Source: an optimization exercise on an open RTL-to-GDS flow (aim: small area and a short achievable clock period). Production flows keep margins and buffers that such runs may drop. RTL that was checked went through simulation tests only; none was proved equivalent to the original. Power and IR drop assume default switching activity.

## the baseline
==> flow/design.v <==
`timescale 1ns / 1ps
module FIFO(clk, rst, wr_en, rd_en, buf_in, buf_out, buf_empty, buf_full, fifo_counter);
input clk, rst, wr_en, rd_en;
input [7:0] buf_in;
output [7:0] buf_out;
output buf_empty, buf_full;
output [6:0] fifo_counter;
reg [7:0] buf_out;
reg buf_full;
reg not_empty;             
wire buf_empty = ~not_empty;
reg [6:0] fifo_counter;
reg [7:0] mem [0:63];
reg [7:0] sel_lo, sel_hi;
wire do_wr = wr_en & ~buf_full;
wire do_rd = rd_en & not_empty;
wire inc = do_wr & ~do_rd;
wire dec = do_rd & ~do_wr;
integer i;
always @(posedge clk) begin
    if (do_wr) begin
        mem[0] <= buf_in;
        for (i = 1; i < 64; i = i + 1)
            mem[i] <= mem[i-1];
    end
end
wire [7:0] lo0, hi0;
fifo_dec3 u_dlo (.a(fifo_counter[2:0]), .y(lo0));
fifo_dec3 u_dhi (.a(fifo_counter[5:3]), .y(hi0));
wire [7:0] lo_up = {lo0[6:0], lo0[7]};
wire [7:0] lo_dn = {lo0[0], lo0[7:1]};
wire [7:0] hi_up = lo0[7] ? {hi0[6:0], hi0[7]} : hi0;
wire [7:0] hi_dn = lo0[0] ? {hi0[0], hi0[7:1]} : hi0;
always @(posedge clk) begin
    sel_lo <= inc ? lo_up : dec ? lo_dn : lo0;
    sel_hi <= inc ? hi_up : dec ? hi_dn : hi0;
end
wire [7:0] grp [0:7];
genvar g;
generate
    for (g = 0; g < 8; g = g + 1) begin : gm
        fifo_mux8 u_m (.sel(sel_lo),
            .d0(mem[(g*8+0+63)%64]), .d1(mem[(g*8+1+63)%64]), .d2(mem[(g*8+2+63)%64]), .d3(mem[(g*8+3+63)%64]),
            .d4(mem[(g*8+4+63)%64]), .d5(mem[(g*8+5+63)%64]), .d6(mem[(g*8+6+63)%64]), .d7(mem[(g*8+7+63)%64]),
            .y(grp[g]));
    end
endgenerate
wire [7:0] out_next;
fifo_mux9 u_mt (.sel(sel_hi & {8{do_rd}}), .hold(~do_rd),
    .d0(grp[0]), .d1(grp[1]), .d2(grp[2]), .d3(grp[3]),
    .d4(grp[4]), .d5(grp[5]), .d6(grp[6]), .d7(grp[7]), .d8(buf_out),
    .y(out_next));
always @(posedge clk or posedge rst) begin
    if (rst)
        buf_out <= 8'd0;
    else
        buf_out <= out_next;
end
wire [6:0] cnt_up, cnt_dn;
wire full_up, ne_dn;
fifo_step u_step (.cnt(fifo_counter), .up(cnt_up), .dn(cnt_dn), .full_up(full_up), .ne_dn(ne_dn));
always @(posedge clk or posedge rst) begin
    if (rst) begin
        fifo_counter <= 7'd0;
        not_empty <= 1'b0;
        buf_full <= 1'b0;
    end else begin
        if (inc) begin
            fifo_counter <= cnt_up;
            not_empty <= 1'b1;
            buf_full <= full_up;
        end else if (dec) begin
            fifo_counter <= cnt_dn;
            not_empty <= ne_dn;
            buf_full <= 1'b0;
        end
    end
end
endmodule
module fifo_dec3(a, y);
input [2:0] a;
output [7:0] y;
assign y = 8'd1 << a;
endmodule
module fifo_mux8(sel, d0, d1, d2, d3, d4, d5, d6, d7, y);
input [7:0] sel;
input [7:0] d0, d1, d2, d3, d4, d5, d6, d7;
output [7:0] y;
assign y = ({8{sel[0]}} & d0) | ({8{sel[1]}} & d1) | ({8{sel[2]}} & d2) | ({8{sel[3]}} & d3)
         | ({8{sel[4]}} & d4) | ({8{sel[5]}} & d5) | ({8{sel[6]}} & d6) | ({8{sel[7]}} & d7);
endmodule
module fifo_mux9(sel, hold, d0, d1, d2, d3, d4, d5, d6, d7, d8, y);
input [7:0] sel;
input hold;
input [7:0] d0, d1, d2, d3, d4, d5, d6, d7, d8;
output [7:0] y;
assign y = ({8{sel[0]}} & d0) | ({8{sel[1]}} & d1) | ({8{sel[2]}} & d2) | ({8{sel[3]}} & d3)
         | ({8{sel[4]}} & d4) | ({8{sel[5]}} & d5) | ({8{sel[6]}} & d6) | ({8{sel[7]}} & d7)
         | ({8{hold}} & d8);
endmodule
module fifo_step(cnt, up, dn, full_up, ne_dn);
input [6:0] cnt;
output [6:0] up, dn;
output full_up, ne_dn;
assign up = cnt + 7'd1;
assign dn = cnt - 7'd1;
assign full_up = (cnt == 7'd63);
assign ne_dn = (cnt != 7'd1);
endmodule
==> flow/config.mk <==
export PLATFORM = sky130hd
export DESIGN_NAME = FIFO
export DESIGN_NICKNAME = FIFO
export VERILOG_FILES = /design/flow/design.v
export SDC_FILE = /design/flow/constraint.sdc
export NUM_CORES = 4
export LEC_CHECK = 0
export CAP_MARGIN = 20
export CORE_MARGIN = 2
export CORE_UTILIZATION = 65
export CTS_BUF_LIST = sky130_fd_sc_hd__clkbuf_16
export CTS_CLUSTER_DIAMETER = 100
export CTS_CLUSTER_SIZE = 30
export SETUP_SLACK_MARGIN = 2.85
export SLEW_MARGIN = 20
export SYNTH_HIERARCHICAL = 1
export SYNTH_MINIMUM_KEEP_SIZE = 0
==> flow/constraint.sdc <==
create_clock -name core_clock -period 5.0 [get_ports {clk}]
set_input_delay 1.0000 -clock core_clock [delete_from_list [all_inputs] [get_ports {clk}]]
set_output_delay 1.0000 -clock core_clock [all_outputs]
set_load 0.01 [all_outputs]
run.sh (not shown) runs the stock make flow with config.mk's settings and CLKGATE_MAP_FILE= SYNTH_SCRIPT=/design/flow/synth_recipe.tcl, a recipe that flattens the netlist after the stock synthesis.
Relative to the baseline, the following input files were edited for the candidate:
--- a/flow/design.v
+++ b/flow/design.v
@@ -9,9 +9,10 @@
 reg buf_full;
 reg not_empty;             
 wire buf_empty = ~not_empty;
-reg [6:0] fifo_counter;
+reg [5:0] cnt_lo;           
+wire [6:0] fifo_counter = {buf_full, cnt_lo};
 reg [7:0] mem [0:63];
-reg [7:0] sel_lo, sel_hi;
+reg [7:0] sel_lo;
 wire do_wr = wr_en & ~buf_full;
 wire do_rd = rd_en & not_empty;
 wire inc = do_wr & ~do_rd;
@@ -24,16 +25,13 @@
             mem[i] <= mem[i-1];
     end
 end
-wire [7:0] lo0, hi0;
+wire [7:0] lo0, sel_hi;
 fifo_dec3 u_dlo (.a(fifo_counter[2:0]), .y(lo0));
-fifo_dec3 u_dhi (.a(fifo_counter[5:3]), .y(hi0));
+fifo_dec3 u_dhi (.a(fifo_counter[5:3]), .y(sel_hi));
 wire [7:0] lo_up = {lo0[6:0], lo0[7]};
 wire [7:0] lo_dn = {lo0[0], lo0[7:1]};
-wire [7:0] hi_up = lo0[7] ? {hi0[6:0], hi0[7]} : hi0;
-wire [7:0] hi_dn = lo0[0] ? {hi0[0], hi0[7:1]} : hi0;
 always @(posedge clk) begin
     sel_lo <= inc ? lo_up : dec ? lo_dn : lo0;
-    sel_hi <= inc ? hi_up : dec ? hi_dn : hi0;
 end
 wire [7:0] grp [0:7];
 genvar g;
@@ -56,21 +54,21 @@
     else
         buf_out <= out_next;
 end
-wire [6:0] cnt_up, cnt_dn;
+wire [5:0] all1, all0;
 wire full_up, ne_dn;
-fifo_step u_step (.cnt(fifo_counter), .up(cnt_up), .dn(cnt_dn), .full_up(full_up), .ne_dn(ne_dn));
+fifo_cnt_pre u_pre (.cnt(cnt_lo), .all1(all1), .all0(all0), .full_up(full_up), .ne_dn(ne_dn));
+wire [5:0] tgl = ({6{inc}} & all1) | ({6{dec}} & all0);
 always @(posedge clk or posedge rst) begin
     if (rst) begin
-        fifo_counter <= 7'd0;
+        cnt_lo <= 6'd0;
         not_empty <= 1'b0;
         buf_full <= 1'b0;
     end else begin
+        cnt_lo <= cnt_lo ^ tgl;
         if (inc) begin
-            fifo_counter <= cnt_up;
             not_empty <= 1'b1;
             buf_full <= full_up;
         end else if (dec) begin
-            fifo_counter <= cnt_dn;
             not_empty <= ne_dn;
             buf_full <= 1'b0;
         end
@@ -98,12 +96,19 @@
          | ({8{sel[4]}} & d4) | ({8{sel[5]}} & d5) | ({8{sel[6]}} & d6) | ({8{sel[7]}} & d7)
          | ({8{hold}} & d8);
 endmodule
-module fifo_step(cnt, up, dn, full_up, ne_dn);
-input [6:0] cnt;
-output [6:0] up, dn;
+module fifo_cnt_pre(cnt, all1, all0, full_up, ne_dn);
+input [5:0] cnt;
+output [5:0] all1, all0;
 output full_up, ne_dn;
-assign up = cnt + 7'd1;
-assign dn = cnt - 7'd1;
-assign full_up = (cnt == 7'd63);
-assign ne_dn = (cnt != 7'd1);
+genvar k;
+assign all1[0] = 1'b1;
+assign all0[0] = 1'b1;
+generate
+    for (k = 1; k < 6; k = k + 1) begin : pre
+        assign all1[k] = &cnt[k-1:0];
+        assign all0[k] = ~|cnt[k-1:0];
+    end
+endgenerate
+assign full_up = &cnt;
+assign ne_dn = (cnt != 6'd1);
 endmodule
- Compared with the baseline, the candidate shows a higher post-route worst hold slack.
- In the candidate the total design power turned out about 3.7% lower than in the baseline.
- Compared with the baseline, the candidate shows a cell count after synthesis that is 6.6% lower.
- Routed wire in the candidate totals less than in the baseline.
- Against the baseline, the candidate comes in 85 lower on number of nets at the end of the flow.
- Of the baseline and the candidate, the run reporting the higher per-cell routed wire length was the candidate.
Function not checked in the baseline: the RTL went through the layout flow alone.

========
Another version of the RTL of FIFO (not shown whole).
Size in the first run: ~29 I/O pins.
==> module FIFO, before the edit <==
module FIFO(clk, rst, wr_en, rd_en, buf_in, buf_out, buf_empty, buf_full, fifo_counter);
input clk, rst, wr_en, rd_en;
input [7:0] buf_in;
output [7:0] buf_out;
output buf_empty, buf_full;
output [6:0] fifo_counter;
reg [7:0] buf_out;
reg buf_empty, buf_full;
reg [6:0] fifo_counter;
reg [7:0] mem [0:63];
reg [7:0] sel_lo, sel_hi;
wire do_wr = wr_en & ~buf_full;
wire do_rd = rd_en & ~buf_empty;
wire inc = do_wr & ~do_rd;
wire dec = do_rd & ~do_wr;
integer i;
always @(posedge clk) begin
    if (do_wr) begin
        mem[0] <= buf_in;
        for (i = 1; i < 64; i = i + 1)
            mem[i] <= mem[i-1];
    end
end
wire [7:0] lo0, hi0;
fifo_dec3 u_dlo (.a(fifo_counter[2:0]), .y(lo0));
fifo_dec3 u_dhi (.a(fifo_counter[5:3]), .y(hi0));
wire [7:0] lo_up = {lo0[6:0], lo0[7]};
wire [7:0] lo_dn = {lo0[0], lo0[7:1]};
wire [7:0] hi_up = lo0[7] ? {hi0[6:0], hi0[7]} : hi0;
wire [7:0] hi_dn = lo0[0] ? {hi0[0], hi0[7:1]} : hi0;
always @(posedge clk) begin
    sel_lo <= inc ? lo_up : dec ? lo_dn : lo0;
    sel_hi <= inc ? hi_up : dec ? hi_dn : hi0;
end
wire [7:0] grp [0:7];
genvar g;
generate
    for (g = 0; g < 8; g = g + 1) begin : gm
        fifo_mux8 u_m (.sel(sel_lo),
            .d0(mem[(g*8+0+63)%64]), .d1(mem[(g*8+1+63)%64]), .d2(mem[(g*8+2+63)%64]), .d3(mem[(g*8+3+63)%64]),
            .d4(mem[(g*8+4+63)%64]), .d5(mem[(g*8+5+63)%64]), .d6(mem[(g*8+6+63)%64]), .d7(mem[(g*8+7+63)%64]),
            .y(grp[g]));
    end
endgenerate
wire [7:0] out_next;
fifo_mux9 u_mt (.sel(sel_hi & {8{do_rd}}), .hold(~do_rd),
    .d0(grp[0]), .d1(grp[1]), .d2(grp[2]), .d3(grp[3]),
    .d4(grp[4]), .d5(grp[5]), .d6(grp[6]), .d7(grp[7]), .d8(buf_out),
    .y(out_next));
always @(posedge clk or posedge rst) begin
    if (rst)
        buf_out <= 8'd0;
    else
        buf_out <= out_next;
end
always @(posedge clk or posedge rst) begin
    if (rst) begin
        fifo_counter <= 7'd0;
        buf_empty <= 1'b1;
        buf_full <= 1'b0;
    end else begin
        if (inc) begin
            fifo_counter <= fifo_counter + 7'd1;
            buf_empty <= 1'b0;
            buf_full <= (fifo_counter == 7'd63);
        end else if (dec) begin
            fifo_counter <= fifo_counter - 7'd1;
            buf_empty <= (fifo_counter == 7'd1);
            buf_full <= 1'b0;
        end
    end
end
endmodule
clock: 5.0 ns
lec_check: 0
cap_margin: 20
core_margin: 2
core_utilization: 55
cts_buf_list: sky130_fd_sc_hd__clkbuf_16
cts_cluster_diameter: 100
cts_cluster_size: 30
setup_slack_margin: 2.9
slew_margin: 20
synth_hierarchical: 1
synth_minimum_keep_size: 0
Next try:
--- a/flow/design.v
+++ b/flow/design.v
@@ -7,10 +7,12 @@
 output [6:0] fifo_counter;
 reg [7:0] buf_out;
-reg buf_empty, buf_full;
+reg buf_full;
+reg not_empty;             
+wire buf_empty = ~not_empty;
 reg [6:0] fifo_counter;
 reg [7:0] mem [0:63];
 reg [7:0] sel_lo, sel_hi;
 wire do_wr = wr_en & ~buf_full;
-wire do_rd = rd_en & ~buf_empty;
+wire do_rd = rd_en & not_empty;
 wire inc = do_wr & ~do_rd;
 wire dec = do_rd & ~do_wr;
@@ -58,14 +60,14 @@
     if (rst) begin
         fifo_counter <= 7'd0;
-        buf_empty <= 1'b1;
+        not_empty <= 1'b0;
         buf_full <= 1'b0;
     end else begin
         if (inc) begin
             fifo_counter <= fifo_counter + 7'd1;
-            buf_empty <= 1'b0;
+            not_empty <= 1'b1;
             buf_full <= (fifo_counter == 7'd63);
         end else if (dec) begin
             fifo_counter <= fifo_counter - 7'd1;
-            buf_empty <= (fifo_counter == 7'd1);
+            not_empty <= (fifo_counter != 7'd1);
             buf_full <= 1'b0;
         end
What happened:
- The changed run passed the timing, design-rule and antenna checks
- register-to-register slack is worse by 0.18 ns
- synthesized cell count fell by 0.54%
- non-clock buffer count falls by 5
- routed wire length fell by 1.4%
- sequential cell count stays the same
- global-route usage came out higher by 0.21 points
- final area stays flat
- first-iteration DRC count fell by 5.9%
- synthesized area barely changes
- setup slack got worse by 0.0063 ns
- clock-buffer cell count is unchanged
- clock skew hardly moves

[re-timing with driven ports]
How much do the figures lean on ideal ports? The routed layouts below were timed once more, with nothing changed but the port constraints.
Step 1: set_driving_cell puts a clkbuf_16 on clk and a buf_2 on each other input, an assumption about the parent block.
Step 2 moves the port delays by t, midway between the first and last clock arrival at a register: inputs arrive t later, outputs are due t later. That takes back most of the time a late clock gives input paths.
Slacks: ideal ports / drivers / drivers and shift; pairs: ideal ports / drivers.
run	shift t [ns]	setup WS [ns]	worst hold slack (ns)	worst register clock-pin slew, ns	worst data-port slew with drivers (ns)
the baseline	0.607	2.831 / 2.778 / 2.286	0.440 / 0.440 / 0.440	0.12 / 0.12	0.04
the candidate	0.601	2.807 / 2.751 / 2.270	0.453 / 0.453 / 0.453	0.12 / 0.12	0.04
the first run of note 2	0.605	2.785 / 2.732 / 2.543	0.453 / 0.453 / 0.453	0.12 / 0.12	0.04
the second run of note 2	0.611	2.779 / 2.726 / 2.191	0.427 / 0.427 / 0.427	0.12 / 0.12	0.07
After both steps setup and hold are still met in every run listed. The setup slack of the second run of note 2, which loses most, moves by -0.053 ns with the drivers and by -0.588 ns with both steps.
